Context: an optimization exercise on an open-source flow, tuned for small area. The choices shown serve that exercise and are no tape-out recipe. At most, simulation tests tie the RTL to the original design; equivalence was not proved. No functional check of the RTL was part of runs 4 and 5. Power figures rest on the tool's default switching activity, not on a simulated workload.

<file path="design/flow/design.v">
module speed_config(
	input clk,
	input rst_n,
	input bps_start,
	output clk_bps
    );
reg [12:0] cnt;	 
reg clk_bps_r;	 
always @(posedge clk or negedge rst_n) begin
	if(!rst_n)begin
		cnt <= 13'd0; 
	end
	else if((cnt == (10_000_000/10/1152)) || !bps_start) begin
		cnt <= 13'd0; 
	end
	else begin
		cnt <= cnt + 1'b1;
	end
end
always @(posedge clk or negedge rst_n) begin
	if(!rst_n) begin
		clk_bps_r <= 1'b0;
	end
	else if(cnt == ((10_000_000/10/1152)/2)) begin
		clk_bps_r <= 1'b1; 
	end
	else begin
		clk_bps_r <= 1'b0;
	end
end
assign clk_bps = clk_bps_r;
endmodule
module uart_rx(
	input clk,
	input rst_n,
	input uart_rx,
	input clk_bps,
	output bps_start, 
	output [7:0] rx_data, 
	output rx_int 
    );
reg uart_rx0,uart_rx1,uart_rx2,uart_rx3; 
wire neg_uart_rx;  
always @(posedge clk or negedge rst_n) begin
	if(!rst_n) begin
		uart_rx0 <= 1'b0;
		uart_rx1 <= 1'b0;
		uart_rx2 <= 1'b0;
		uart_rx3 <= 1'b0;
	end
	else begin
		uart_rx0 <= uart_rx;
		uart_rx1 <= uart_rx0;
		uart_rx2 <= uart_rx1;
		uart_rx3 <= uart_rx2;
	end
end
assign neg_uart_rx = uart_rx3 & uart_rx2 & ~uart_rx1 & ~uart_rx0;
reg bps_start_r;
reg [3:0] num; 
reg rx_int_r; 
assign rx_int = rx_int_r;
always @(posedge clk or negedge rst_n) begin
	if(!rst_n) begin
		bps_start_r <= 1'b0;
		rx_int_r <= 1'b0;
	end
	else if(neg_uart_rx) begin
		bps_start_r <= 1'b1;
		rx_int_r <= 1'b1;
	end
	else if(num == 4'd9) begin
		bps_start_r <= 1'b0;
		rx_int_r <= 1'b0;
	end
end
assign bps_start = bps_start_r;
reg [7:0] rx_data_r;
reg [7:0] rx_temp_data;
always @(posedge clk or negedge rst_n) begin
	if(!rst_n) begin
		rx_temp_data <= 8'd0;
		num <= 4'd0;
		rx_data_r <= 8'd0;
	end
	else if(rx_int) begin 
		if(clk_bps) begin 
			num <= num + 1'b1;
			case(num)
				4'd1: rx_temp_data[0] <= uart_rx;
				4'd2: rx_temp_data[1] <= uart_rx;
				4'd3: rx_temp_data[2] <= uart_rx;
				4'd4: rx_temp_data[3] <= uart_rx;
				4'd5: rx_temp_data[4] <= uart_rx;
				4'd6: rx_temp_data[5] <= uart_rx;
				4'd7: rx_temp_data[6] <= uart_rx;
				4'd8: rx_temp_data[7] <= uart_rx;
				default: ;
			endcase
		end
		else if(num == 4'd9) begin
			num <= 4'd0;
			rx_data_r <= rx_temp_data;
		end
	end
end
assign rx_data = rx_data_r;
endmodule
module uart_tx(
	input clk,
	input rst_n,
	input clk_bps,
	input [7:0] rx_data,
	input [12:0] x_axis,
	input [12:0] y_axis,
	input [12:0] z_axis,
	input rx_int,
	output uart_tx,
	output bps_start
    );
reg rx_int0,rx_int1,rx_int2;
wire neg_rx_int;
always @(posedge clk or negedge rst_n) begin
	if(!rst_n) begin
		rx_int0 <= 1'b0;
		rx_int1 <= 1'b0;
		rx_int2 <= 1'b0;
	end
	else begin
		rx_int0 <= rx_int;
		rx_int1 <= rx_int0;
		rx_int2 <= rx_int1;
	end
end
assign neg_rx_int = ~rx_int1 & rx_int2;
reg [7:0] tx_data;
reg bps_start_r;
reg tx_en;
reg [3:0] num;
always @(posedge clk or negedge rst_n) begin
	if(!rst_n) begin
		bps_start_r <= 1'b0;
		tx_en <= 1'b0;
		tx_data <= 8'd0;
	end
	else if(neg_rx_int) begin
		case(rx_data)
			8'h78:begin 
				tx_data <= x_axis[7:0]; 
			end
			8'h79:begin
				tx_data <= y_axis[7:0]; 
			end
			8'h7a:begin
				tx_data <= z_axis[7:0]; 
			end
			8'h58:begin
				tx_data <= {x_axis[12],x_axis[12],x_axis[12],x_axis[12:8]}; 
			end
			8'h59:begin
				tx_data <= {y_axis[12],y_axis[12],y_axis[12],y_axis[12:8]}; 
			end
			8'h5a:begin
				tx_data <= {z_axis[12],z_axis[12],z_axis[12],z_axis[12:8]}; 
			end
			default:begin
				tx_data <= 8'h00;
			end
		endcase
		bps_start_r <= 1'b1;
		tx_en <= 1'b1;
	end
	else if(num == 4'd10) begin
		bps_start_r <= 1'b0;
		tx_en <= 1'b0;
	end
end
assign bps_start = bps_start_r;
reg uart_tx_r;
always @(posedge clk or negedge rst_n) begin
	if(!rst_n) begin
		num <= 4'd0;
		uart_tx_r <= 1'b1;
	end
	else if(tx_en) begin
		if(clk_bps) begin
			num <= num + 1'b1;
			case(num)
				4'd0:uart_tx_r <= 1'b0; 
				4'd1:uart_tx_r <= tx_data[0];
				4'd2:uart_tx_r <= tx_data[1];
				4'd3:uart_tx_r <= tx_data[2];
				4'd4:uart_tx_r <= tx_data[3];
				4'd5:uart_tx_r <= tx_data[4];
				4'd6:uart_tx_r <= tx_data[5];
				4'd7:uart_tx_r <= tx_data[6];
				4'd8:uart_tx_r <= tx_data[7];
				4'd9:uart_tx_r <= 1'b1; 
				default: uart_tx_r <= 1'b1;
			endcase
		end
		else if(num == 4'd10) begin
			num <= 4'd0;
		end
	end
end
assign uart_tx = uart_tx_r;
endmodule
module uart_axis_bridge(
	input clk,
	input rst_n,
	input uart_rx,
	input [12:0] x_axis,
	input [12:0] y_axis,
	input [12:0] z_axis,
	output uart_tx
    );
wire bps_start1,bps_start2;
wire clk_bps1,clk_bps2;
wire [7:0] rx_data;
wire rx_int;
speed_config speed_rx(
	.clk(clk),
	.rst_n(rst_n),
	.bps_start(bps_start1),
	.clk_bps(clk_bps1)
);
uart_rx rx_i(
	.clk(clk),
	.rst_n(rst_n),
	.uart_rx(uart_rx),
	.rx_data(rx_data),
	.rx_int(rx_int),
	.clk_bps(clk_bps1),
	.bps_start(bps_start1)
);
speed_config speed_tx(
	.clk(clk),
	.rst_n(rst_n),
	.bps_start(bps_start2),
	.clk_bps(clk_bps2)
);
uart_tx tx_i(
	.clk(clk),
	.rst_n(rst_n),
	.rx_data(rx_data),
	.rx_int(rx_int),
	.x_axis(x_axis),
	.y_axis(y_axis),
	.z_axis(z_axis),
	.uart_tx(uart_tx),
	.clk_bps(clk_bps2),
	.bps_start(bps_start2)
);
endmodule
</file>
<file path="design/flow/run.sh">
#!/bin/bash
# synth_recipe.tcl (not shown) runs the flow's synth.tcl, then flattens the netlist and writes it again
# the make line also repeats each setting of config.mk as NAME=value (left out here)
make -C /OpenROAD-flow-scripts/flow DESIGN_CONFIG=/design/flow/config.mk WORK_HOME=/design/flow/orfs CLKGATE_MAP_FILE= SYNTH_SCRIPT=/design/flow/synth_recipe.tcl finish
</file>
<file path="design/flow/config.mk">
export PLATFORM = sky130hd
export DESIGN_NAME = uart_axis_bridge
export DESIGN_NICKNAME = uart_axis_bridge
export VERILOG_FILES = /design/flow/design.v
export SDC_FILE = /design/flow/constraint.sdc
export NUM_CORES = 4
export LEC_CHECK = 0
export CAP_MARGIN = 20
export CORE_MARGIN = 2
export CORE_UTILIZATION = 40
export SLEW_MARGIN = 20
</file>
<file path="design/flow/constraint.sdc">
create_clock -name core_clock -period 10.0 [get_ports {clk}]
set_input_delay 2.0000 -clock core_clock [delete_from_list [all_inputs] [get_ports {clk}]]
set_output_delay 2.0000 -clock core_clock [all_outputs]
set_load 0.01 [all_outputs]
</file>
==> results of run 1 <==
## per-layer routing
layer / up-vias / share of wire, %
met1: 1232 / 50
li1: 1273 / -
met2: 37 / 45
met5: - / 0
met4: 0 / 1.1
met3: 8 / 3.9
## synthesized netlist by cell type (all sizes together), types with 2 or more instances
master   number
a211oi        2
a21oi         4
a22oi         2
a32o          2
a32oi         4
and4          2
buf           6
clkbuf        7
dfrtp        69
ha           14
inv          16
mux2         16
mux2i        11
mux4          2
nand2        34
nand2b        3
nand3        12
nand3b        6
nand4         9
nor2         34
nor2b         3
nor3          6
nor3b         2
nor4          8
nor4b         3
o21ai        16
o2bb2ai       6
or3           2
xnor2        16
xor2          8
## registers in the layout, indices dropped and copies added, names as in the netlist
| register | count |
|---|---|
| rx_i.bps_start_r | 1 |
| rx_i.num | 4 |
| rx_i.rx_data_r | 8 |
| rx_i.rx_temp_data | 8 |
| rx_i.uart_rx0 | 1 |
| rx_i.uart_rx1 | 1 |
| rx_i.uart_rx2 | 1 |
| rx_i.uart_rx3 | 1 |
| speed_rx.clk_bps_r | 1 |
| speed_rx.cnt | 13 |
| speed_tx.clk_bps_r | 1 |
| speed_tx.cnt | 13 |
| tx_i.bps_start_r | 1 |
| tx_i.num | 4 |
| tx_i.rx_int0 | 1 |
| tx_i.rx_int1 | 1 |
| tx_i.rx_int2 | 1 |
| tx_i.tx_data | 8 |
| tx_i.uart_tx_r | 1 |
## kinds of logic after synthesis
family / after synthesis / synth area share [%]
AND/OR/NAND/NOR: 128 / 18.7
flip-flops: 70 / 48.7
multiplexers: 29 / 9.32
XOR/XNOR: 24 / 5.84
buffers and inverters: 29 / 3.48
AO/OA/AOI/OAI: 43 / 9.04
adder cells (fa/ha/maj): 14 / 4.87
## path summary, 6_finish.rpt
path | from | end | slack, ns
max | tx_i.uart_tx_r | uart_tx | 6.59
min | tx_i.rx_int0 | tx_i.rx_int1 | 0.36
max reg2reg | speed_rx.cnt[10] | speed_rx.cnt[4] | 8.04
min reg2reg | tx_i.rx_int0 | tx_i.rx_int1 | 0.36
max in group asynchronous | rst_n | speed_tx.cnt[0] | 7.59
min in group asynchronous | rst_n | speed_tx.cnt[9] | 1.84
## power by group
part,internal (mW),switching (mW)
clock,0.113,0.107
combinational,0.0564,0.0535
sequential,0.311,0.0380
## area by class of cell
cell class                 instances  area, um2  share of cell area, %
tap                              108        135                   3.16
sequential                        70       1750                   41.0
clock buffer                       9        124                   2.89
multi-input combinational        238       1720                   40.2
inverter                          16       60.1                   1.40
clock inverter                     6       63.8                   1.49
timing repair buffer              43        423                   9.88
## stage by stage
step | power [mW] | util, % | instance area, um2 | worst slack [ns] | cells
after floorplan | 0.422 | - | 3600 | 7.24 | 337
after global placement | 0.462 | 46.9 | 4090 | 6.76 | 475
after detailed placement | 0.466 | 46.9 | 4090 | 6.73 | 475
after CTS | 0.689 | 49.1 | 4280 | 6.57 | 490
after global routing | 0.724 | 49.1 | 4280 | 6.54 | 490
final | 0.679 | 49.1 | 4280 | 6.59 | 490
==> out/metrics.cfg, run 1 <==
[outcome]
status = no timing/DRC/antenna violations

[yosys]
synth_nets = 393
yosysTopAreaCellShare_pct = 48.0
synthDistinctLibCells = 49
synth_warnings = 3
ys_ff_latch = 70
avgSynthCellArea_um2 = 10.7
synthFlopType = dfrtp_1
synth_area_leaders = dfrtp_1 48%, mux2_2 5.0%, ha_1 4.9%, xnor2_1 3.9%, nand2_1 3.5%
synth_edf_count = 0
synthArstFlopShare_pct = 100
syn_inst = 337
synth.yosys.seq_area_share_pct = 48.7
synth_area_um2 = 3600
yosysTopAreaCell = dfrtp_1

[timing]
relSlewSlack_pct = 38.0
clock_skew_ns = 0.0109
slew_viol_final = 0
fin_tns_setup_ns = 0
min_period_over_period_pct = 34.1
fmax_ghz = 0.294
setup_violations = 0
worst_pin_slew_ns = 0.923
worst_hold_slack_ns = 0.361
rsz0062_at_grt = no
layout_min_cycle_time_ns = 3.41
hold_viol = 0

[floorplan]
pin_count = 43
die_area_um2 = 9770
start_util_pct = 41.3
core_area_um2 = 8720
die_w_um = 98.8
rows = 34
die_y_um = 98.8

[clocking]
cts_tree = yes
root_buffer = clkbuf_8
postCtsSetupBuffers = 0
clock_path_buffers = 2
clk_latency_ns = 0.34
hold_buffers = 0
post_cts_resized = 0
htree_levels = 3
cts_inserted_buffers = 9
cts.clk_slew.worst_paths_ns = 0.08
cts_num_sinks = 70

[pwr]
max-vdd-ir-drop_mv = 0.125
powerDensity_nw_per_um2 = 159
leakage_nw = 1.78

[finish]
antenna_cells = 0
mostFrequentLayoutCells = 69 x dfrtp_1, 41 x clkdlybuf4s50_1, 34 x nand2_1, 33 x nor2_1
drive_gt1_share_pct = 11.3
area_delta_synth_final_pct = 18.9
final_nets = 434
final_common_cell = dfrtp_1
fillCellCount = 799

[worst_hold_path]
hp-class = flop to flop
holdPathStages = 0

[job]
max_cap_violations = 0

[routing]
finalWirelength_mm = 6.88
drtIter0Drc = 104
first_pass_iters = 7
wl_per_cell_um = 14.0
drc = 0
vias = 2550
via_per_inst = 5.20
ant_nets = 0

[setup_path]
critPathSlowestCell = clkdlybuf4s50_1
reg2reg_depth = 4
start_kind = flop
crit_chain = clkdlybuf4s50_1
critPathTopFamily = buffers and inverters
crit_arrival_ns = 1.41
crit_path_max_incr_delay_ns = 0.54
crit_type = flop to primary output
path_max_fanout = 2
cp.depth = 1
path_buf_inv = 1
required_ns = 8.00
cp-end-kind = primary output

[placement]
portBuffers = 42
dp_hpwl_mm = 4.75
routabilityCongestion = 0.777

[global_route]
grt.overflow.total = 0
grt.busiest_layer = met2
antenna_found_initial = 0
grt_pass1_vias = 2575
grt_pass1_wl_mm = 12.0
grt_max_degree = 71
use_met1_pct = 21.3
met3_usage_pct = 4.18
gr-usage-all-layers_pct = 15.2
gr-usage-met2_pct = 22.9

==> run 2, diff against run 1 <==
==> design/flow/design.v (replaced) <==
module speed_config(
	input clk,
	input bps_start,
	output clk_bps
    );
reg [9:0] s;
assign clk_bps = &s[7:0];
always @(posedge clk) begin
	if (!bps_start)
		s <= 10'b0100111001;	 
	else
		s <= {s[8:1], s[0] & ~clk_bps, ~(s[9] ^ s[6])};
end
endmodule
module uart_rx(
	input clk,
	input rst_n,
	input uart_rx,
	input clk_bps,
	output bps_start,
	output [7:0] rx_data,
	output rx_done
    );
reg [3:0] f;
wire neg_uart_rx = f[3] & f[2] & ~f[1] & ~f[0];
always @(posedge clk or negedge rst_n) begin
	if (!rst_n)
		f <= 4'd0;
	else
		f <= {f[2:0], uart_rx};
end
reg rx_int;
reg last;	 
reg sr0;
reg [8:1] sr;
always @(posedge clk or negedge rst_n) begin
	if (!rst_n) begin
		rx_int <= 1'b0;
		last <= 1'b0;
	end else begin
		if (neg_uart_rx)
			rx_int <= 1'b1;
		else if (last)
			rx_int <= 1'b0;
		last <= clk_bps & sr[1] & ~sr0;
	end
end
always @(posedge clk or negedge rst_n) begin
	if (!rst_n)
		sr0 <= 1'b1;
	else if (clk_bps)
		sr0 <= sr[1] & ~sr0;
end
always @(posedge clk) begin
	if (clk_bps)
		sr <= sr0 ? 8'b1000_0000 : {uart_rx, sr[8:2]};
end
assign bps_start = rx_int;
assign rx_data = sr[8:1];
assign rx_done = last & ~neg_uart_rx;
endmodule
module uart_tx(
	input clk,
	input rst_n,
	input clk_bps,
	input [7:0] rx_data,
	input [12:0] x_axis,
	input [12:0] y_axis,
	input [12:0] z_axis,
	input rx_done,
	output uart_tx,
	output bps_start
    );
reg [1:0] d;
wire go = d[1] & ~d[0];
always @(posedge clk or negedge rst_n) begin
	if (!rst_n)
		d <= 2'b00;
	else
		d <= {d[0], rx_done | (d[0] & ~d[1])};
end
reg [7:0] tx_data;
always @(posedge clk) begin
	if (go) begin
		case (rx_data)
			8'h78: tx_data <= x_axis[7:0];
			8'h79: tx_data <= y_axis[7:0];
			8'h7a: tx_data <= z_axis[7:0];
			8'h58: tx_data <= {{3{x_axis[12]}}, x_axis[12:8]};
			8'h59: tx_data <= {{3{y_axis[12]}}, y_axis[12:8]};
			8'h5a: tx_data <= {{3{z_axis[12]}}, z_axis[12:8]};
			default: tx_data <= 8'h00;
		endcase
	end
end
reg tx_en;
reg [3:0] m;
reg uart_tx_r;
wire done = (m == 4'd9);
always @(posedge clk or negedge rst_n) begin
	if (!rst_n) begin
		tx_en <= 1'b0;
		m <= 4'hf;
		uart_tx_r <= 1'b1;
	end else begin
		if (go)
			tx_en <= 1'b1;
		else if (done)
			tx_en <= 1'b0;
		if (clk_bps) begin
			m <= m + 1'b1;
			uart_tx_r <= m[3] ? ~m[0] : tx_data[m[2:0]];
		end else if (done)
			m <= 4'hf;
	end
end
assign uart_tx = uart_tx_r;
assign bps_start = tx_en;
endmodule
module uart_axis_bridge(
	input clk,
	input rst_n,
	input uart_rx,
	input [12:0] x_axis,
	input [12:0] y_axis,
	input [12:0] z_axis,
	output uart_tx
    );
wire bps_start1,bps_start2;
wire clk_bps1,clk_bps2;
wire [7:0] rx_data;
wire rx_done;
speed_config speed_rx(
	.clk(clk),
	.bps_start(bps_start1),
	.clk_bps(clk_bps1)
);
uart_rx rx_i(
	.clk(clk),
	.rst_n(rst_n),
	.uart_rx(uart_rx),
	.clk_bps(clk_bps1),
	.bps_start(bps_start1),
	.rx_data(rx_data),
	.rx_done(rx_done)
);
speed_config speed_tx(
	.clk(clk),
	.bps_start(bps_start2),
	.clk_bps(clk_bps2)
);
uart_tx tx_i(
	.clk(clk),
	.rst_n(rst_n),
	.clk_bps(clk_bps2),
	.rx_data(rx_data),
	.x_axis(x_axis),
	.y_axis(y_axis),
	.z_axis(z_axis),
	.rx_done(rx_done),
	.uart_tx(uart_tx),
	.bps_start(bps_start2)
);
endmodule
==> design/flow/flow/run.sh (new file) <==
#!/bin/bash
# The standard layout, with the port buffers made of the smallest buffer cell.
set -euo pipefail
export BUFFER_PORTS_ARGS="-buffer_cell sky130_fd_sc_hd__buf_1"
bash standard.sh finish > make_finish.log 2>&1
==> design/flow/standard.sh (new file) <==
#!/bin/bash
# synth_recipe.tcl (not shown) runs the flow's synth.tcl, then flattens the netlist and writes it again
# the make line also repeats each setting of config.mk as NAME=value (left out here)
make -C /OpenROAD-flow-scripts/flow DESIGN_CONFIG=/design/flow/config.mk WORK_HOME=/design/flow/orfs CLKGATE_MAP_FILE= SYNTH_SCRIPT=/design/flow/synth_recipe.tcl "${@:-finish}"
removed: design/flow/run.sh
==> run 2 against run 1 <==
Against the previous run: still clean on timing, DRC and antenna; first-iteration DRC count is 4.8% higher; synthesized cell count is 50% lower; area after synthesis is 41% lower; fmax is 14% higher; critical path depth stayed put; non-clock buffer count is 1 lower; cell area is 43% lower; worst hold slack better by 0.019 ns; utilization is 1.6 points lower; sequential cell count is 19 lower; clock skew is 0.0073 ns lower.
==> out/metrics.cfg, run 2 <==
[outcome]
status = no timing/DRC/antenna violations

[timing]
worst_pin_slew_ns = 0.767
slew_viol_final = 0
min_period_over_period_pct = 29.8
fmax_ghz = 0.336
layout_min_cycle_time_ns = 2.98
relSlewSlack_pct = 48.8
hold_viol = 0
fin_tns_setup_ns = 0
rsz0062_at_grt = no
clock_skew_ns = 0.00361
setup_violations = 0
worst_hold_slack_ns = 0.380
setup_ws_ns = 7.02

[global_route]
grt_pass1_vias = 1355
grt.overflow.total = 0
grt_pass1_wl_mm = 6.26
antenna_found_initial = 0
grt_max_degree = 16
gr-usage-all-layers_pct = 13.3

[worst_hold_path]
holdCritStartpoint = rx_i.f[1]
whs_endpoint = rx_i.f[2]
holdPathStages = 0
hp-class = flop to flop

[routing]
finalWirelength_mm = 3.63
ant_nets = 0
via_per_inst = 4.87
drc = 0
vias = 1377
drtIter0Drc = 109
wl_per_cell_um = 12.8
first_pass_iters = 4

[clocking]
htree_levels = 2
cts_num_sinks = 51
clock_path_buffers = 2
root_buffer = clkbuf_8
hold_buffers = 0
post_cts_resized = 0
postCtsSetupBuffers = 0
cts_tree = yes
cts_inserted_buffers = 5
cts.clk_slew.worst_paths_ns = 0.08
clk_latency_ns = 0.29

[floorplan]
pin_count = 43
die_w_um = 76.8
die_area_um2 = 5900
core_area_um2 = 5110
start_util_pct = 41.5
die_y_um = 76.8
rows = 26

[yosys]
yosysTopAreaCell = edfxtp_1
synthArstFlopShare_pct = 29.4
synth_edf_count = 16
synth_warnings = 3
syn_inst = 168
yosysTopAreaCellShare_pct = 22.7
ys_ff_latch = 51
synthFlopType = dfxtp_1
synth.yosys.seq_area_share_pct = 59.6
synth_area_um2 = 2120
synth_nets = 212
avgSynthCellArea_um2 = 12.6
synth_most_common_cell = dfxtp_1
synth_common_cells = 20 x dfxtp_1, 16 x edfxtp_1, 11 x nand2b_1
synth_area_leaders = edfxtp_1 23%, dfxtp_1 19%, dfrtp_1 11%, dfstp_2 7.4%, mux2_2 5.3%
synthDistinctLibCells = 38

[placement]
dp_hpwl_mm = 2.72
place_area_um2 = 2340
routabilityCongestion = 0.798
portBuffers = 42
place_ws_ns = 6.96
placed_cells = 275

[setup_path]
cp-end-kind = primary output
critPathSlowestCell = dfstp_2
crit_path_max_incr_delay_ns = 0.54
required_ns = 8.00
crit_chain = buf_1
start_kind = flop
path_buf_inv = 1
critPathTopFamily = flip-flops
path_max_fanout = 2
crit_type = flop to primary output
reg2reg_depth = 3
reg2reg_to = tx_i.tx_data[0]
crit_arrival_ns = 0.98
worstReg2RegStart = rx_i.sr[2]
r2r_slack_ns = 8.20

[pwr]
finalPower_mw = 0.491
leakage_nw = 0.879
powerDensity_nw_per_um2 = 203
max-vdd-ir-drop_mv = 0.112

[finish]
mostFrequentLayoutCells = 42 x buf_1, 20 x dfxtp_1, 16 x edfxtp_1, 11 x nand2b_1, 10 x mux2_2
area_delta_synth_final_pct = 14.3
fillCellCount = 485
multi_input_area_um2 = 817
seqCellArea_um2 = 1260
final_common_cell = buf_1
antenna_cells = 0
drive_gt1_share_pct = 14.6
final-instance-count-excl-fill = 283
final_util_pct = 47.5
final_nets = 256
final_area_um2 = 2420
top_regs = speed_rx.s x10, speed_tx.s x10

[job]
max_cap_violations = 0

[run 2: changes by cell type in the layout (fill, tap and decap cells not counted), moves of 9 or more]
cell / before / now
nand3_1: 12 / 1
mux2i_1: 11 / 2
dfrtp_1: 69 / 9
nor2_1: 33 / 8
edfxtp_1: 0 / 16
nand2_1: 34 / 8
xnor2_1: 16 / 1
clkdlybuf4s50_1: 41 / 0
dfxtp_1: 0 / 20
ha_1: 14 / 2
buf_1: 0 / 42
inv_1: 16 / 4
[run 2: logic make-up (layout without fill, tap and decap cells)]
kind of cell	after synthesis	in the layout	synth area share [%]
fa+ha+maj	2	2	1.18
compound gates	25	25	7.61
buf+inv	9	54	1.89
mux	17	17	11.4
simple gates	61	61	17.1
xor+xnor	3	3	1.24
flops	51	51	59.6
[run 2: worst max path at each step]
stage | cells after the start | startpoint | end | slack (ns)
floorplan | 3 | z_axis[2] | tx_i.tx_data[2] | 7.08
global placement | 4 | z_axis[11] | tx_i.tx_data[3] | 6.97
detailed placement | 4 | z_axis[11] | tx_i.tx_data[3] | 6.96
CTS | 1 | tx_i.uart_tx_r | uart_tx | 7.01
global route | 1 | tx_i.uart_tx_r | uart_tx | 6.98
finish | 1 | tx_i.uart_tx_r | uart_tx | 7.02
[run 2: worst register-to-register path: stages (launching register included)]
cell      delay (ns)
edfxtp_1        0.75
mux2_2          0.41
a221oi_1        0.29
a211oi_1        0.09
[run 2: power breakdown]
group	internal, mW	switching (mW)	leakage [nW]
sequential	0.272	0.0357	0.488
clock	0.0491	0.0617	0.0455
combinational	0.0428	0.0300	0.345
total	0.364	0.127	0.879
[run 2: layer usage]
| metal | wire [um] | vias to the layer above | GRT usage [%] |
|---|---|---|---|
| met2 | 1600 | 25 | 19.2 |
| met1 | 1820 | 647 | 19.2 |
| met4 | 65 | 0 | 4.73 |
| li1 | - | 696 | - |
| met3 | 145 | 9 | 3.65 |
| met5 | 0 | - | 0 |
[run 2: area by class of cell]
cell class                      count  share of cell area, %
Timing Repair Buffer               42                   6.50
Clock inverter                      2                  0.464
Sequential cell                    51                   52.1
Tap cell                           70                   3.61
Inverter                            4                  0.619
Clock buffer                        6                   2.99
Multi-Input combinational cell    108                   33.7
==> run 3, diff against run 2 <==
==> design/flow/run.sh (new file) <==
#!/bin/bash
# synth_recipe.tcl (not shown) runs the flow's synth.tcl, then flattens the netlist and writes it again
# the make line also repeats each setting of config.mk as NAME=value (left out here)
make -C /OpenROAD-flow-scripts/flow DESIGN_CONFIG=/design/flow/config.mk WORK_HOME=/design/flow/orfs CLKGATE_MAP_FILE= SYNTH_SCRIPT=/design/flow/synth_recipe.tcl finish
removed: design/flow/flow/run.sh
removed: design/flow/standard.sh
==> run 3 against run 2 <==
Against the previous run: global-route usage rose by 1.3 points; first-iteration DRC count fell by 50%; routed wire length rose by 11%; synthesized cell count did not move; sequential cell count did not move; area after synthesis did not move; fmax fell by 11%; via count rose by 0.87%; critical path type unchanged; largest cell class unchanged.
==> out/metrics.cfg, run 3 <==
[setup_path]
crit_arrival_ns = 1.36
required_ns = 8.00
cp-endpoint = uart_tx
cp-end-kind = primary output
path_max_fanout = 2
crit_path_max_incr_delay_ns = 0.54
worstReg2RegStart = rx_i.sr[2]
path_buf_inv = 1
crit_chain = clkdlybuf4s50_1
crit_type = flop to primary output
critPathTopFamily = flip-flops
reg2reg_depth = 3
cp.depth = 1
crit_path_start = tx_i.uart_tx_r
start_kind = flop
r2r_slack_ns = 8.19
critPathSlowestCell = dfstp_2
reg2reg_to = tx_i.tx_data[1]

[floorplan]
die_w_um = 76.8
rows = 26
die_y_um = 76.8
pin_count = 43
core_area_um2 = 5110
die_area_um2 = 5900
start_util_pct = 41.5

[pwr]
max-vdd-ir-drop_mv = 0.108
leakage_nw = 0.994
powerDensity_nw_per_um2 = 191
finalPower_mw = 0.516

[routing]
vias = 1389
drc = 0
ant_nets = 0
drtIter0Drc = 54
wl_met2_mm = 1.98
wl_per_cell_um = 14.3
wl_met1_mm = 1.95
wl_met3_um = 90
via_per_inst = 4.91
routed.top_layer = met4
first_pass_iters = 4
finalWirelength_mm = 4.04

[clocking]
hold_buffers = 0
htree_levels = 2
clk_latency_ns = 0.30
root_buffer = clkbuf_8
postCtsSetupBuffers = 0
clock_path_buffers = 2
cts_tree = yes
cts_num_sinks = 51
post_cts_resized = 0
cts.clk_slew.worst_paths_ns = 0.10
cts_inserted_buffers = 5

[yosys]
avgSynthCellArea_um2 = 12.6
synthFlopType = dfxtp_1
synth_area_um2 = 2120
yosysTopAreaCellShare_pct = 22.7
yosysTopAreaCell = edfxtp_1
synthDistinctLibCells = 38
syn_inst = 168
synth_most_common_cell = dfxtp_1
synth_warnings = 3
synth.yosys.seq_area_share_pct = 59.6
synth_nets = 212
synth_edf_count = 16
synth_common_cells = 20 x dfxtp_1, 16 x edfxtp_1, 11 x nand2b_1
synthArstFlopShare_pct = 29.4
synth_area_leaders = edfxtp_1 23%, dfxtp_1 19%, dfrtp_1 11%, dfstp_2 7.4%, mux2_2 5.3%
ys_ff_latch = 51

[timing]
fmax_ghz = 0.298
worst_pin_slew_ns = 0.708
worst_hold_slack_ns = 0.381
relSlewSlack_pct = 52.7
slew_viol_final = 0
hold_viol = 0
min_period_over_period_pct = 33.6
clock_skew_ns = 0.00671
rsz0062_at_grt = no
fin_tns_setup_ns = 0
setup_violations = 0
layout_min_cycle_time_ns = 3.36
setup_ws_ns = 6.64

[finish]
final_common_cell = clkdlybuf4s50_1
seqCellArea_um2 = 1260
mostFrequentLayoutCells = 42 x clkdlybuf4s50_1, 20 x dfxtp_1, 16 x edfxtp_1, 11 x nand2b_1, 10 x mux2_2
drive_gt1_share_pct = 15.0
top_regs = speed_rx.s x10, speed_tx.s x10
fillCellCount = 452
multi_input_area_um2 = 817
antenna_cells = 0
area_delta_synth_final_pct = 27.3
final_nets = 256

[worst_hold_path]
hp-class = flop to flop

[global_route]
grt_pass1_vias = 1403
grt.overflow.total = 0
grt_pass1_wl_mm = 6.92
gr-usage-all-layers_pct = 14.6
grt_max_degree = 19
antenna_found_initial = 0

[job]
max_cap_violations = 0

[placement]
portBuffers = 42
dp_hpwl_mm = 3.14
place_ws_ns = 6.60
routabilityCongestion = 0.776

[outcome]
status = no timing/DRC/antenna violations

==> run 3: cell type report <==
| type | count | share of cell area [%] |
|---|---|---|
| sequential | 51 | 46.8 |
| multi-input combinational | 108 | 30.3 |
| timing repair buffer | 42 | 15.6 |
| tap | 70 | 3.24 |
| clock buffer | 5 | 2.55 |
| clock inverter | 3 | 1.02 |
| inverter | 4 | 0.556 |
==> run 3: through the flow <==
stage	utilization, %	instances	instance area, um2
after floorplan	-	168	2120
after global placement	51.0	275	2600
after detailed placement	51.0	275	2600
after CTS	52.9	283	2700
after global routing	52.9	283	2700
final	52.9	283	2700
==> run 3: metal layers <==
layer | GRT usage, % | vias to the layer above
li1 | - | 692
met1 | 20.8 | 679
met2 | 23.1 | 16
met3 | 2.94 | 2
met4 | 3.27 | 0
met5 | 0 | -
==> run 3: cell families after synthesis <==
family,share of synthesized area [%]
buffers and inverters,1.89
AO/OA/AOI/OAI,7.61
multiplexers,11.4
flip-flops,59.6
XOR/XNOR,1.24
adder cells (fa/ha/maj),1.18
AND/OR/NAND/NOR,17.1
==> run 3: power breakdown <==
part	internal [mW]	switching, mW	leakage, nW
clock	0.0519	0.0703	0.0467
combinational	0.0536	0.0314	0.460
sequential	0.272	0.0368	0.488
total	0.377	0.139	0.994
==> run 3: worst min-delay path by stage <==
| stage | end | startpoint | cells after the start | slack, ns |
|---|---|---|---|---|
| 2_1_floorplan | rx_i.f[3] | rx_i.f[2] | 0 | 0.35 |
| 3_5_place_dp | rx_i.f[3] | rx_i.f[2] | 0 | 0.37 |
| 5_1_grt | rx_i.f[3] | rx_i.f[2] | 0 | 0.39 |
| 3_3_place_gp | rx_i.f[2] | rx_i.f[1] | 0 | 0.36 |
| 6_report | rx_i.f[3] | rx_i.f[2] | 0 | 0.38 |
| 4_1_cts | rx_i.f[3] | rx_i.f[2] | 0 | 0.38 |
==> run 4, diff against run 3 <==
--- a/design/flow/design.v
+++ b/design/flow/design.v
@@ -3,12 +3,15 @@
 	input bps_start,
-	output clk_bps
+	output clk_bps,
+	output at_436
     );
-reg [9:0] s;
-assign clk_bps = &s[7:0];
-always @(posedge clk) begin
-	if (!bps_start)
-		s <= 10'b0100111001;	 
-	else
-		s <= {s[8:1], s[0] & ~clk_bps, ~(s[9] ^ s[6])};
-end
+localparam [9:0] INV = 10'b1010101010;
+localparam [9:0] LOAD = 10'b0100111001;	 
+reg [9:0] t;
+wire [9:0] s = t ^ INV;
+wire c = s[0] & s[2] & s[3] & s[5] & s[6] & s[7];
+assign clk_bps = c & s[1] & s[4];
+assign at_436 = c & ~s[1] & s[8];
+wire [9:0] s_next = bps_start ? {s[8:1], s[0] & ~clk_bps, ~(s[9] ^ s[6])} : LOAD;
+always @(posedge clk)
+	t <= s_next ^ INV;
 endmodule
@@ -19,2 +22,3 @@
 	input clk_bps,
+	input at_436,
 	output bps_start,
@@ -23,25 +27,21 @@
     );
-reg [3:0] f;
-wire neg_uart_rx = f[3] & f[2] & ~f[1] & ~f[0];
+reg [2:0] q;
+wire neg_uart_rx = q[2];
 always @(posedge clk or negedge rst_n) begin
 	if (!rst_n)
-		f <= 4'd0;
+		q <= 3'b000;
 	else
-		f <= {f[2:0], uart_rx};
+		q <= {~uart_rx & q[1] & ~q[0], q[0] & (uart_rx | q[1]), uart_rx};
 end
 reg rx_int;
-reg last;	 
 reg sr0;
 reg [8:1] sr;
+wire last = sr0 & at_436;
 always @(posedge clk or negedge rst_n) begin
-	if (!rst_n) begin
+	if (!rst_n)
 		rx_int <= 1'b0;
-		last <= 1'b0;
-	end else begin
-		if (neg_uart_rx)
-			rx_int <= 1'b1;
-		else if (last)
-			rx_int <= 1'b0;
-		last <= clk_bps & sr[1] & ~sr0;
-	end
+	else if (neg_uart_rx)
+		rx_int <= 1'b1;
+	else if (last)
+		rx_int <= 1'b0;
 end
@@ -95,21 +95,17 @@
 end
-reg tx_en;
 reg [3:0] m;
 reg uart_tx_r;
-wire done = (m == 4'd9);
+wire idle = m[3] & m[1] & ~m[0];	 
+wire done = m[3] & ~m[1] & m[0];	 
 always @(posedge clk or negedge rst_n) begin
 	if (!rst_n) begin
-		tx_en <= 1'b0;
-		m <= 4'hf;
+		m <= 4'd10;
 		uart_tx_r <= 1'b1;
 	end else begin
-		if (go)
-			tx_en <= 1'b1;
-		else if (done)
-			tx_en <= 1'b0;
-		if (clk_bps) begin
+		if (go & (idle | done))
+			m <= 4'd15;
+		else if (clk_bps | done)
 			m <= m + 1'b1;
+		if (clk_bps)
 			uart_tx_r <= m[3] ? ~m[0] : tx_data[m[2:0]];
-		end else if (done)
-			m <= 4'hf;
 	end
@@ -117,3 +113,3 @@
 assign uart_tx = uart_tx_r;
-assign bps_start = tx_en;
+assign bps_start = ~idle;
 endmodule
@@ -130,2 +126,3 @@
 wire clk_bps1,clk_bps2;
+wire at_436_1,at_436_2;
 wire [7:0] rx_data;
@@ -135,3 +132,4 @@
 	.bps_start(bps_start1),
-	.clk_bps(clk_bps1)
+	.clk_bps(clk_bps1),
+	.at_436(at_436_1)
 );
@@ -142,2 +140,3 @@
 	.clk_bps(clk_bps1),
+	.at_436(at_436_1),
 	.bps_start(bps_start1),
@@ -149,3 +148,4 @@
 	.bps_start(bps_start2),
-	.clk_bps(clk_bps2)
+	.clk_bps(clk_bps2),
+	.at_436(at_436_2)
 );
==> design/flow/flow/run.sh (new file) <==
#!/bin/bash
# The standard layout, with the port buffers made of the smallest buffer cell.
set -euo pipefail
export BUFFER_PORTS_ARGS="-buffer_cell sky130_fd_sc_hd__buf_1"
bash standard.sh finish > make_finish.log 2>&1
==> design/flow/standard.sh (new file) <==
#!/bin/bash
# synth_recipe.tcl (not shown) runs the flow's synth.tcl, then flattens the netlist and writes it again
# the make line also repeats each setting of config.mk as NAME=value (left out here)
make -C /OpenROAD-flow-scripts/flow DESIGN_CONFIG=/design/flow/config.mk WORK_HOME=/design/flow/orfs CLKGATE_MAP_FILE= SYNTH_SCRIPT=/design/flow/synth_recipe.tcl "${@:-finish}"
removed: design/flow/run.sh
==> run 4 against run 3 <==
Against the previous run: clock power is 31% higher; via count grew 0.22%; critical endpoint unchanged; worst setup slack improved by 0.37 ns; still clean; largest cell class unchanged; total power down 13%; worst hold slack lost 0.011 ns; cell count up 1.8%; largest power group unchanged; synthesized cell count increased by 6.0%.
==> out/metrics.cfg, run 4 <==
[routing]
wl_met1_mm = 1.77
first_pass_iters = 4
finalWirelength_mm = 3.60
wl_per_cell_um = 12.5
drtIter0Drc = 73
via_per_inst = 4.83
vias = 1392
wl_met3_um = 80
drc = 0
ant_nets = 0
wl_met2_mm = 1.69
routed.top_layer = met4

[job]
max_cap_violations = 0

[pwr]
pwr-share-comb_pct = 8.5
powerDensity_nw_per_um2 = 185
max-vdd-ir-drop_mv = 0.0899
p_clk_share_pct = 35.5
p_sw_share_pct = 22.1
pwr-share-seq_pct = 55.9
p_int_mw = 0.350
p_sw_mw = 0.0996
leakage_nw = 0.881

[yosys]
synthFlopType = dfxtp_1
yosysTopAreaCellShare_pct = 23.0
synth_area_leaders = edfxtp_1 23%, dfxtp_1 19%, dfrtp_1 9.6%, mux2_2 5.9%, dfstp_2 5.0%
synthDistinctLibCells = 43
synth_top_family_by_area = simple AND/OR/NAND/NOR gates
synth_most_common_cell = dfxtp_1
synthArstFlopShare_pct = 25.0
synth_fa_ha_area_share_pct = 0.600
synth_area_um2 = 2090
synth.yosys.seq_area_share_pct = 56.8
ys_ff_latch = 48
yosys.area_share.simple_pct = 17.9
synth_compound_area_share_pct = 8.87
synth_edf_count = 16
synth_nets = 221
synthXorXnorAreaFrac_pct = 1.68
muxShareOfSynthArea_pct = 11.6
synth_warnings = 3
synth_common_cells = 20 x dfxtp_1, 17 x nand2_1, 16 x edfxtp_1
yosysTopAreaCell = edfxtp_1
avgSynthCellArea_um2 = 11.7
syn_inst = 178

[clocking]
cts_num_sinks = 48
post_cts_resized = 0
htree_levels = 2
clk_latency_ns = 0.30
cts_tree = yes
cts_inserted_buffers = 5
hold_buffers = 0
root_buffer = clkbuf_8
cts.clk_slew.worst_paths_ns = 0.09
clock_path_buffers = 2
postCtsSetupBuffers = 0

[timing]
setup_violations = 0
rsz0062_at_grt = no
min_period_over_period_pct = 29.8
hold_viol = 0
setup_ws_ns = 7.02
fin_tns_setup_ns = 0
clock_skew_ns = 0.00666
layout_min_cycle_time_ns = 2.98
slew_viol_final = 0
worst_pin_slew_ns = 0.840
relSlewSlack_pct = 43.9
fmax_ghz = 0.335

[setup_path]
crit_path_start = tx_i.uart_tx_r
reg2reg_depth = 4
critPathSlowestCell = dfstp_2
r2r_slack_ns = 8.06
crit_type = flop to primary output
required_ns = 8.00
path_buf_inv = 1
start_kind = flop
cp-end-kind = primary output
crit_path_max_incr_delay_ns = 0.54
path_max_fanout = 2
reg2reg_to = rx_i.sr0
cp.depth = 1
crit_arrival_ns = 0.98
worstReg2RegStart = speed_rx.t[7]
crit_chain = buf_1
cp-endpoint = uart_tx
critPathTopFamily = flip-flops

[finish]
final_nets = 260
final_util_pct = 47.9
final_common_cell = buf_1
top_regs = speed_rx.t x10, speed_tx.t x10
fillCellCount = 500
final_area_um2 = 2430
mostFrequentLayoutCells = 42 x buf_1, 20 x dfxtp_1, 17 x nand2_1, 16 x edfxtp_1, 14 x nor2b_1
drive_gt1_share_pct = 14.2
area_delta_synth_final_pct = 16.5
antenna_cells = 0

[placement]
routabilityCongestion = 0.721
place_area_um2 = 2290
place_ws_ns = 6.96
portBuffers = 42
dp_hpwl_mm = 2.67

[floorplan]
core_area_um2 = 5070
die_area_um2 = 5810
die_y_um = 76.2
pin_count = 43
rows = 26
die_w_um = 76.2
start_util_pct = 41.1

[global_route]
gr-usage-all-layers_pct = 13.5
grt_pass1_wl_mm = 6.38
grt.overflow.total = 0
grt_max_degree = 16
antenna_found_initial = 0
grt_pass1_vias = 1451

[worst_hold_path]
hp-class = flop to flop

[outcome]
status = no timing/DRC/antenna violations

## run 4: changes by cell type in the layout (fill, tap and decap cells not counted), moves of 6 or more
cell and change:
nor2b_1 +6, buf_1 +42, nand2b_1 -9, clkdlybuf4s50_1 -42, nand3_1 +6, and2_1 -8, nand2_1 +9
## run 4: through the flow
step / hold WS (ns) / power [mW] / cells
finish: 0.370 / 0.450 / 288
global route: 0.394 / 0.472 / 288
floorplan: 0.343 / 0.280 / 178
global placement: 0.350 / 0.294 / 280
detailed placement: 0.350 / 0.295 / 280
CTS: 0.371 / 0.455 / 288
## run 4: cell type report
type,instances,area (um2),share of cell area (%)
Sequential cell,48,1190,48.8
Multi-Input combinational cell,118,848,34.9
Timing Repair Buffer,42,158,6.48
Clock buffer,8,144,5.92
Tap cell,70,87.6,3.60
Inverter,2,7.51,0.309
## run 4: cell families (layout without fill, tap and decap cells)
group                      count (synthesis)  in the layout
muxes                                     19             19
xor gates and xnor gates                   4              4
AOI/OAI and AO/OA                         25             25
adders and majority gates                  1              1
and+or+nand+nor                           69             69
DFF                                       48             48
buffers and inverters                     12             52
## run 4: power by group through the flow
stage | Combinational (mW) | Clock (mW) | Sequential, mW
after detailed placement | 0.0390 | 0 | 0.256
after floorplan | 0.0321 | 0 | 0.247
after global placement | 0.0375 | 0 | 0.257
after global routing | 0.0443 | 0.171 | 0.256
final | 0.0383 | 0.160 | 0.252
after CTS | 0.0395 | 0.164 | 0.252
## run 4: worst min-delay path by stage
| stage | from | end | cells after the start |
|---|---|---|---|
| finish | speed_tx.t[8] | speed_tx.t[9] | 1 |
| global route | speed_tx.t[8] | speed_tx.t[9] | 1 |
| CTS | speed_tx.t[8] | speed_tx.t[9] | 1 |
| detailed placement | speed_tx.t[8] | speed_tx.t[9] | 1 |
| global placement | speed_tx.t[8] | speed_tx.t[9] | 1 |
| floorplan | speed_tx.t[8] | speed_tx.t[9] | 1 |
## run 4: metal layers
| layer | global-route usage, % | vias up |
|---|---|---|
| li1 | - | 719 |
| met1 | 18.2 | 656 |
| met2 | 21.0 | 9 |
| met3 | 3.55 | 8 |
| met4 | 5.45 | 0 |
| met5 | 0 | - |
==> run 5, diff against run 4 <==
==> design/flow/flow/run.sh (replaced) <==
#!/bin/bash
set -euo pipefail
export BUFFER_PORTS_ARGS="-buffer_cell sky130_fd_sc_hd__buf_1"
export CTS_ARGS="-sink_clustering_enable -repair_clock_nets -dont_use_dummy_load"
bash standard.sh finish > make_finish.log 2>&1
==> run 5 against run 4 <==
Against the previous run: sequential share of layout area increased by 1.6 points; cell area shrank 3.1%; sequential power about the same; first-iteration DRC count down 42%; critical endpoint unchanged; largest cell class unchanged.
==> out/metrics.cfg, run 5 <==
[yosys]
synth_common_cells = 20 x dfxtp_1, 17 x nand2_1, 16 x edfxtp_1
synth_warnings = 3
synthArstFlopShare_pct = 25.0
yosysTopAreaCellShare_pct = 23.0
synth_area_um2 = 2090
synth_nets = 221
yosysTopAreaCell = edfxtp_1
synth_most_common_cell = dfxtp_1
synth_area_leaders = edfxtp_1 23%, dfxtp_1 19%, dfrtp_1 9.6%, mux2_2 5.9%, dfstp_2 5.0%
synth_edf_count = 16
syn_inst = 178
ys_ff_latch = 48
synth.yosys.seq_area_share_pct = 56.8
synthDistinctLibCells = 43
synthFlopType = dfxtp_1
avgSynthCellArea_um2 = 11.7

[routing]
vias = 1391
drtIter0Drc = 42
wl_per_cell_um = 12.6
first_pass_iters = 3
via_per_inst = 4.88
finalWirelength_mm = 3.58
drc = 0
ant_nets = 0

[finish]
area_delta_synth_final_pct = 12.9
final_common_cell = buf_1
multi_input_area_um2 = 848
mostFrequentLayoutCells = 42 x buf_1, 20 x dfxtp_1, 17 x nand2_1, 16 x edfxtp_1, 14 x nor2b_1
top_regs = speed_rx.t x10, speed_tx.t x10
final-instance-count-excl-fill = 285
fillCellCount = 512
final_util_pct = 46.4
drive_gt1_share_pct = 13.0
final_nets = 260
antenna_cells = 0
seqCellArea_um2 = 1190

[floorplan]
rows = 26
die_w_um = 76.2
pin_count = 43
core_area_um2 = 5070
die_y_um = 76.2
die_area_um2 = 5810
start_util_pct = 41.1

[placement]
portBuffers = 42
routabilityCongestion = 0.721
placed_cells = 280
dp_hpwl_mm = 2.67

[setup_path]
crit_chain = buf_1
cp-end-kind = primary output
crit_path_max_incr_delay_ns = 0.54
crit_type = flop to primary output
crit_arrival_ns = 0.98
critPathSlowestCell = dfstp_2
critPathTopFamily = flip-flops
path_buf_inv = 1
required_ns = 8.00
start_kind = flop
path_max_fanout = 2

[pwr]
finalPower_mw = 0.392
leakage_nw = 0.844
powerDensity_nw_per_um2 = 167
max-vdd-ir-drop_mv = 0.0644

[timing]
hold_viol = 0
worst_pin_slew_ns = 0.854
setup_violations = 0
slew_viol_final = 0
fmax_ghz = 0.336
relSlewSlack_pct = 43.0
layout_min_cycle_time_ns = 2.98
clock_skew_ns = 0.0159
min_period_over_period_pct = 29.8
fin_tns_setup_ns = 0
rsz0062_at_grt = no

[outcome]
status = no timing/DRC/antenna violations

[clocking]
post_cts_resized = 0
cts_num_sinks = 48
cts_inserted_buffers = 5
clock_path_buffers = 2
root_buffer = clkbuf_8
hold_buffers = 0
cts.clk_slew.worst_paths_ns = 0.09
htree_levels = 2
cts_tree = yes
clk_latency_ns = 0.31
postCtsSetupBuffers = 0

[global_route]
grt_pass1_vias = 1457
gr-usage-all-layers_pct = 13.7
grt.overflow.total = 0
grt_pass1_wl_mm = 6.36
grt_max_degree = 16
antenna_found_initial = 0

[job]
max_cap_violations = 0

[worst_hold_path]
hp-class = flop to flop

-- run 5: changes by cell type in the layout (fill, tap and decap cells not counted), sizes merged --
cell / delta
clkbuf: -3
-- run 5: cell type report --
type                            count  share of cell area [%]
Timing Repair Buffer               42                    6.69
Sequential cell                    48                    50.3
Multi-Input combinational cell    118                    36.0
Tap cell                           70                    3.72
Inverter                            2                   0.319
Clock buffer                        5                    2.92
-- run 5: worst paths after layout --
kind                                 from       endpoint  slack (ns)  cells after the start
max                        tx_i.uart_tx_r        uart_tx        7.02                      1
max in group asynchronous           rst_n      rx_i.q[1]        7.88                      1
min in group asynchronous           rst_n      tx_i.m[2]        1.68                      1
min reg2reg                 speed_tx.t[8]  speed_tx.t[9]        0.37                      1
max reg2reg                 speed_rx.t[7]       rx_i.sr0        8.05                      4
min                         speed_tx.t[8]  speed_tx.t[9]        0.37                      1
-- run 5: worst reg2reg max path, cell delays in order, from the launching register on --
cell,delay (ns)
dfxtp_1,0.32
nor4b_1,0.30
nand3_1,0.18
nor3b_2,0.66
mux2_2,0.41
-- run 5: kinds of logic (layout without fill, tap and decap cells) --
group | count (synthesis) | after routing | share of synthesized area (%)
fa+ha+maj | 1 | 1 | 0.599
xor+xnor | 4 | 4 | 1.68
flops | 48 | 48 | 56.8
compound gates | 25 | 25 | 8.87
simple gates | 69 | 69 | 17.9
buf+inv | 12 | 49 | 2.52
mux | 19 | 19 | 11.6
-- run 5: per-stage QoR --
stage	hold WS (ns)	instance area (um2)	setup slack, ns
after global routing	0.394	2360	6.99
after global placement	0.350	2290	6.97
final	0.370	2360	7.02
after floorplan	0.343	2090	7.08
after CTS	0.371	2360	7.01
after detailed placement	0.350	2290	6.96
-- run 5: power breakdown --
part           internal, mW  switching [mW]  total, mW  leakage (nW)
Clock                0.0451          0.0576      0.103        0.0359
Sequential            0.233          0.0186      0.251         0.447
Combinational        0.0229          0.0154     0.0383         0.361
Total                 0.301          0.0916      0.392         0.844
-- run 5: layer usage --
layer / part of all wire (%) / global-route usage [%] / up-vias
li1: - / - / 717
met1: 49 / 17.8 / 658
met2: 47 / 20.9 / 9
met3: 2.4 / 3.55 / 7
met4: 2.3 / 7.09 / 0
met5: 0 / 0 / -
==> run 6, diff against run 5 <==
--- a/design/flow/design.v
+++ b/design/flow/design.v
@@ -81,15 +81,15 @@
 end
+wire cmd = ~rx_data[7] & rx_data[6] & rx_data[4] & rx_data[3] & ~rx_data[2];
+wire sx = cmd & ~rx_data[1] & ~rx_data[0];
+wire sy = cmd & ~rx_data[1] & rx_data[0];
+wire sz = cmd & rx_data[1] & ~rx_data[0];
+wire sxl = sx & rx_data[5], syl = sy & rx_data[5], szl = sz & rx_data[5];
+wire sxh = sx & ~rx_data[5], syh = sy & ~rx_data[5], szh = sz & ~rx_data[5];
+wire [7:0] lo = (x_axis[7:0] & {8{sxl}}) | (y_axis[7:0] & {8{syl}}) | (z_axis[7:0] & {8{szl}});
+wire [4:0] hi = (x_axis[12:8] & {5{sxh}}) | (y_axis[12:8] & {5{syh}}) | (z_axis[12:8] & {5{szh}});
+wire [7:0] reply = lo | {{3{hi[4]}}, hi};
 reg [7:0] tx_data;
 always @(posedge clk) begin
-	if (go) begin
-		case (rx_data)
-			8'h78: tx_data <= x_axis[7:0];
-			8'h79: tx_data <= y_axis[7:0];
-			8'h7a: tx_data <= z_axis[7:0];
-			8'h58: tx_data <= {{3{x_axis[12]}}, x_axis[12:8]};
-			8'h59: tx_data <= {{3{y_axis[12]}}, y_axis[12:8]};
-			8'h5a: tx_data <= {{3{z_axis[12]}}, z_axis[12:8]};
-			default: tx_data <= 8'h00;
-		endcase
-	end
+	if (go)
+		tx_data <= reply;
 end
==> design/flow/flow/run.sh (replaced) <==
#!/bin/bash
# The standard layout, with three changes: ABC maps the logic for area, the
# port buffers are the smallest buffer cell, and CTS adds no dummy loads.
set -euo pipefail
here=$(pwd)
export AREA_ABC_SCRIPT=$here/flow/abc.script
export BUFFER_PORTS_ARGS="-buffer_cell sky130_fd_sc_hd__buf_1"
export CTS_ARGS="-sink_clustering_enable -repair_clock_nets -dont_use_dummy_load -buf_list sky130_fd_sc_hd__clkbuf_8 -sink_clustering_size 25 -sink_clustering_max_diameter 200"
bash standard.sh SYNTH_SCRIPT=$here/flow/synth.tcl finish > make_finish.log 2>&1
==> design/flow/flow/abc.script (new file) <==
strash
dch -f
amap -F 20 -A 40
topo
==> design/flow/flow/synth.tcl (new file) <==
# The standard flow's synthesis script (synth_recipe.tcl), with ABC mapping the logic for
# area instead of speed. Everything but the ABC script is unchanged, so the
# registers are the standard synthesis's.
proc synth {args} { yosys synth -nofsm -noshare {*}$args }
proc abc {args} {
  set i [lsearch -exact $args -script]
  lset args [expr {$i + 1}] $::env(AREA_ABC_SCRIPT)
  yosys abc {*}$args
}
source $::env(SCRIPTS_DIR)/synth.tcl
# left out here: clear keep_hierarchy, flatten, clean up, hide names made inside functions, write 1_2_yosys.v
==> run 6 against run 5 <==
Against the previous run: clock skew grew 0.0020 ns; sequential cell count unchanged; register-to-register slack lost 0.45 ns; global-route usage up 1.1 points; largest cell class unchanged; die area is 12% lower; routed wire length is 0.14% higher; sequential share of layout area increased by 5.3 points; count of clock-buffer cells in the layout did not move; still clean; critical path depth is the same; area after synthesis is 12% lower; cell area is 9.6% lower.
==> out/metrics.cfg, run 6 <==
[clocking]
root_buffer = clkbuf_8
hold_buffers = 0
cts.clk_slew.worst_paths_ns = 0.07
cts_inserted_buffers = 5
clock_path_buffers = 2
postCtsSetupBuffers = 0
cts_num_sinks = 48
clk_latency_ns = 0.29
post_cts_resized = 0
htree_levels = 2
cts_tree = yes

[setup_path]
worstReg2RegStart = tx_i.m[1]
crit_type = flop to primary output
crit_path_max_incr_delay_ns = 0.53
crit_chain = buf_1
start_kind = flop
critPathTopFamily = flip-flops
required_ns = 8.00
r2r_slack_ns = 7.60
crit_arrival_ns = 0.96
reg2reg_to = tx_i.m[3]
path_buf_inv = 1
critPathSlowestCell = dfstp_2
reg2reg_depth = 8
path_max_fanout = 2
cp-end-kind = primary output

[routing]
drtIter0Drc = 90
finalWirelength_mm = 3.59
first_pass_iters = 4
ant_nets = 0
drc = 0
via_per_inst = 5.32
vias = 1425
wl_per_cell_um = 13.4

[global_route]
grt_pass1_wl_mm = 5.92
grt.overflow.total = 0
grt_max_degree = 15
antenna_found_initial = 0
grt_pass1_vias = 1293
gr-usage-all-layers_pct = 14.8

[floorplan]
die_area_um2 = 5140
rows = 24
pin_count = 43
die_w_um = 71.7
start_util_pct = 41.8
die_y_um = 71.7
core_area_um2 = 4380

[yosys]
synth.yosys.seq_area_share_pct = 64.8
synth_edf_count = 16
synth_area_um2 = 1830
synth_warnings = 3
syn_inst = 168
yosys.area_share.simple_pct = 17.7
synth_nets = 211
synth_compound_area_share_pct = 13.8
synthDistinctLibCells = 29
synth_common_cells = 26 x nand2_1, 25 x nor2_1, 20 x dfxtp_1
ys_ff_latch = 48
synth_area_leaders = edfxtp_1 26%, dfxtp_1 22%, dfrtp_1 11%, a222oi_1 7.1%, dfstp_2 5.7%
synthArstFlopShare_pct = 25.0
muxShareOfSynthArea_pct = 0
synth_most_common_cell = nand2_1
synth_top_family_by_area = simple AND/OR/NAND/NOR gates
avgSynthCellArea_um2 = 10.9
yosysTopAreaCellShare_pct = 26.2
yosysTopAreaCell = edfxtp_1
synthXorXnorAreaFrac_pct = 0
synth_fa_ha_area_share_pct = 0.683
synthFlopType = dfxtp_1

[placement]
placed_cells = 263
portBuffers = 42
place_ws_ns = 6.98
dp_hpwl_mm = 2.84
place_area_um2 = 2060
routabilityCongestion = 0.857

[pwr]
leakage_nw = 0.834
max-vdd-ir-drop_mv = 0.0968
finalPower_mw = 0.380
powerDensity_nw_per_um2 = 178

[timing]
fin_tns_setup_ns = 0
clock_skew_ns = 0.0179
setup_violations = 0
slew_viol_final = 0
layout_min_cycle_time_ns = 2.96
hold_viol = 0
fmax_ghz = 0.338
relSlewSlack_pct = 51.2
min_period_over_period_pct = 29.6
rsz0062_at_grt = no
worst_hold_slack_ns = 0.370
setup_ws_ns = 7.04
worst_pin_slew_ns = 0.730

[finish]
final_util_pct = 48.6
antenna_cells = 0
top_regs = speed_rx.t x10, speed_tx.t x10
mostFrequentLayoutCells = 42 x buf_1, 26 x nand2_1, 25 x nor2_1, 20 x dfxtp_1, 16 x edfxtp_1
final_nets = 261
final_common_cell = buf_1
final_area_um2 = 2130
area_delta_synth_final_pct = 16.3
final-instance-count-excl-fill = 268
drive_gt1_share_pct = 4.63

[worst_hold_path]
holdPathStages = 1
whs_endpoint = speed_tx.t[9]
holdCritStartpoint = speed_tx.t[8]
hp-class = flop to flop

[job]
max_cap_violations = 0

[outcome]
status = no timing/DRC/antenna violations

[run 6: cell types whose count changed after synthesis, sizes merged, moves of 4 or more]
cell,delta
nor2b,-11
mux2i,-4
clkbuf,-8
clkinv,+15
nor2,+12
nand2,+9
a222oi,+13
mux2,-12
nand3,-4
a22oi,-7
[run 6: layout make-up]
type / count / area (um2)
inverter: 15 / 56.3
timing repair buffer: 43 / 165
tap: 52 / 65.1
sequential: 48 / 1190
fill: 418 / 2250
multi-input combinational: 105 / 589
clock buffer: 5 / 68.8
[run 6: how the worst max path moves through the flow]
| stage | startpoint | end | slack (ns) | depth (start not counted) |
|---|---|---|---|---|
| final | tx_i.uart_tx_r | uart_tx | 7.04 | 1 |
| after global routing | tx_i.uart_tx_r | uart_tx | 7.00 | 1 |
| after CTS | tx_i.uart_tx_r | uart_tx | 7.02 | 1 |
| after detailed placement | y_axis[12] | tx_i.tx_data[7] | 6.98 | 3 |
| after global placement | y_axis[12] | tx_i.tx_data[5] | 7.00 | 3 |
| after floorplan | y_axis[12] | tx_i.tx_data[4] | 7.22 | 2 |
[run 6: kinds of logic (layout without fill, tap and decap cells)]
logic type / after synthesis / count (layout)
simple gates: 72 / 72
flops: 48 / 48
compound gates: 32 / 32
buf+inv: 15 / 63
fa+ha+maj: 1 / 1
[run 6: report_power, final]
group,total (mW),internal [mW],switching [mW]
combinational,0.0324,0.0163,0.0161
clock,0.0976,0.0451,0.0526
sequential,0.250,0.232,0.0181
total,0.380,0.293,0.0867
[run 6: per-layer routing]
layer	track usage (%)	part of all wire (%)	routed length, um
met1	20.8	46	1670
met5	0	0	0
met3	4.78	5.5	197
met2	21.8	47	1680
met4	4.40	1.1	40
==> run 7, diff against run 6 <==
==> design/flow/flow/run.sh (replaced) <==
#!/bin/bash
# The standard layout, with three changes: ABC maps the logic for area, the
# port buffers are the smallest buffer cell, and CTS adds no dummy loads.
set -euo pipefail
here=$(pwd)
export AREA_ABC_SCRIPT=$here/flow/abc.script
export BUFFER_PORTS_ARGS="-buffer_cell sky130_fd_sc_hd__buf_1"
export CTS_ARGS="-sink_clustering_enable -repair_clock_nets -dont_use_dummy_load -buf_list sky130_fd_sc_hd__clkbuf_8 -sink_clustering_size 17"
bash standard.sh SYNTH_SCRIPT=$here/flow/synth.tcl finish > make_finish.log 2>&1
==> run 7 against run 6 <==
Against the previous run: routed wire length unchanged; combinational power about the same; via count unchanged; sequential cell count unchanged; clock power about the same; worst setup slack unchanged; fmax unchanged; critical path depth unchanged; count of clock-buffer cells in the layout unchanged; sequential power about the same; total power unchanged; critical endpoint unchanged; largest cell class unchanged.
==> out/metrics.cfg, run 7 <==
[yosys]
synth.yosys.seq_area_share_pct = 64.8
yosysTopAreaCellShare_pct = 26.2
yosysTopAreaCell = edfxtp_1
synthFlopType = dfxtp_1
synth_edf_count = 16
synth_common_cells = 26 x nand2_1, 25 x nor2_1, 20 x dfxtp_1
synth_area_leaders = edfxtp_1 26%, dfxtp_1 22%, dfrtp_1 11%, a222oi_1 7.1%, dfstp_2 5.7%
synth_nets = 211
synth_area_um2 = 1830
ys_ff_latch = 48
synthDistinctLibCells = 29
syn_inst = 168
synth_warnings = 3
avgSynthCellArea_um2 = 10.9
synth_most_common_cell = nand2_1
synthArstFlopShare_pct = 25.0

[pwr]
pwr-share-seq_pct = 65.8
leakage_nw = 0.834
p_sw_mw = 0.0867
pwr-share-comb_pct = 8.5
p_int_mw = 0.293
p_sw_share_pct = 22.8
p_clk_share_pct = 25.7
max-vdd-ir-drop_mv = 0.0968
powerDensity_nw_per_um2 = 178

[finish]
top_regs = speed_rx.t x10, speed_tx.t x10
antenna_cells = 0
final_common_cell = buf_1
multi_input_area_um2 = 589
final_nets = 261
final_util_pct = 48.6
drive_gt1_share_pct = 4.63
area_delta_synth_final_pct = 16.3
seqCellArea_um2 = 1190
final_area_um2 = 2130
fillCellCount = 418
mostFrequentLayoutCells = 42 x buf_1, 26 x nand2_1, 25 x nor2_1, 20 x dfxtp_1, 16 x edfxtp_1

[floorplan]
core_area_um2 = 4380
die_area_um2 = 5140
rows = 24
pin_count = 43
die_y_um = 71.7
die_w_um = 71.7
start_util_pct = 41.8

[clocking]
htree_levels = 2
root_buffer = clkbuf_8
clock_path_buffers = 2
cts_tree = yes
clk_latency_ns = 0.29
postCtsSetupBuffers = 0
hold_buffers = 0
cts_inserted_buffers = 5
cts_num_sinks = 48
post_cts_resized = 0
cts.clk_slew.worst_paths_ns = 0.07

[timing]
worst_pin_slew_ns = 0.730
fin_tns_setup_ns = 0
hold_viol = 0
min_period_over_period_pct = 29.6
rsz0062_at_grt = no
layout_min_cycle_time_ns = 2.96
relSlewSlack_pct = 51.2
setup_violations = 0
worst_hold_slack_ns = 0.370
clock_skew_ns = 0.0179
fmax_ghz = 0.338
slew_viol_final = 0

[setup_path]
crit_path_start = tx_i.uart_tx_r
path_max_fanout = 2
required_ns = 8.00
crit_chain = buf_1
critPathTopFamily = flip-flops
crit_path_max_incr_delay_ns = 0.53
critPathSlowestCell = dfstp_2
worstReg2RegStart = tx_i.m[1]
cp-end-kind = primary output
start_kind = flop
crit_arrival_ns = 0.96
path_buf_inv = 1
crit_type = flop to primary output
r2r_slack_ns = 7.60

[placement]
dp_hpwl_mm = 2.84
portBuffers = 42
routabilityCongestion = 0.857
place_area_um2 = 2060

[global_route]
grt.overflow.total = 0
grt_max_degree = 15
grt_pass1_vias = 1293
grt_pass1_wl_mm = 5.92
gr-usage-all-layers_pct = 14.8
antenna_found_initial = 0

[routing]
finalWirelength_mm = 3.59
wl_per_cell_um = 13.4
drtIter0Drc = 90
ant_nets = 0
vias = 1425
drc = 0
first_pass_iters = 4
via_per_inst = 5.32

[worst_hold_path]
hp-class = flop to flop
holdCritStartpoint = speed_tx.t[8]

[job]
max_cap_violations = 0

[outcome]
status = no timing/DRC/antenna violations

[run 7: cell counts after synthesis]
Identical to the previous run, type by type.
[run 7: cell families (layout without fill, tap and decap cells)]
family / after synthesis / after routing / share of synthesized area (%)
AO/OA/AOI/OAI: 32 / 32 / 13.8
buffers and inverters: 15 / 63 / 3.07
adder cells (fa/ha/maj): 1 / 1 / 0.683
flip-flops: 48 / 48 / 64.8
AND/OR/NAND/NOR: 72 / 72 / 17.7
[run 7: routing by layer]
metal	track usage, %	vias to the layer above	wire [um]
met4	4.40	0	40
li1	-	712	-
met3	4.78	6	197
met5	0	-	0
met2	21.8	35	1680
met1	20.8	672	1670
[run 7: cell type report]
type	count	area share, %
Sequential cell	48	55.7
Multi-Input combinational cell	105	27.7
Clock buffer	5	3.23
Timing Repair Buffer	43	7.75
Inverter	15	2.64
Tap cell	52	3.05
[run 7: metrics by stage]
stage                     power (mW)  std cells  worst slack, ns
after floorplan                0.270        168             7.22
after global placement         0.286        263             7.00
after detailed placement       0.288        263             6.98
after CTS                      0.386        268             7.02
after global routing           0.403        268             7.00
final                          0.380        268             7.04
[run 7: worst paths after layout]
path,depth (start not counted),to
max in group asynchronous,1,rx_i.q[2]
min,1,speed_tx.t[9]
max,1,uart_tx
min reg2reg,1,speed_tx.t[9]
max reg2reg,8,tx_i.m[3]
min in group asynchronous,1,tx_i.m[2]
[run 7: power groups by stage]
| stage | combinational [mW] | clock (mW) | sequential (mW) |
|---|---|---|---|
| 3_5_place_dp | 0.0335 | 0 | 0.255 |
| 4_1_cts | 0.0335 | 0.102 | 0.251 |
| 3_3_place_gp | 0.0314 | 0 | 0.255 |
| 5_1_grt | 0.0387 | 0.108 | 0.256 |
| 6_report | 0.0324 | 0.0976 | 0.250 |
| 2_1_floorplan | 0.0215 | 0 | 0.249 |

==> static timing again, ports no longer ideal <==
How much do the figures lean on ideal ports? The routed layouts below were timed once more, with nothing changed but the port constraints. Step 1 sets driving cells, clkbuf_16 on the clock port and buf_2 on the other inputs (assumed; they add their load-dependent delay and slew). Step 2 adds t to the input delays and takes it off the output delays; t is the mean of the earliest and latest rising clock arrival at the registers after step 1. Input paths then give back, and output paths get back, about the clock's delay inside the block. Slacks: ideal / step 1 / step 2; pairs: ideal / step 1.
run | shift t [ns] | slack for setup (ns) | worst setup path at the end
run 1 | 0.362 | 6.595 / 6.567 / 6.718 | input to register
run 2 | 0.319 | 7.023 / 6.996 / 6.938 | input to register
run 3 | 0.319 | 6.644 / 6.619 / 6.607 | input to register
run 4 | 0.323 | 7.017 / 6.992 / 6.959 | input to register
run 5 | 0.324 | 7.024 / 6.998 / 6.950 | input to register
run 6 | 0.305 | 7.042 / 7.017 / 6.984 | input to register
run 7 | 0.305 | 7.042 / 7.017 / 6.984 | input to register
After both steps setup and hold are still met in every run listed. The setup slack of run 2, which loses most, moves by -0.027 ns with the drivers and by -0.085 ns with both steps.
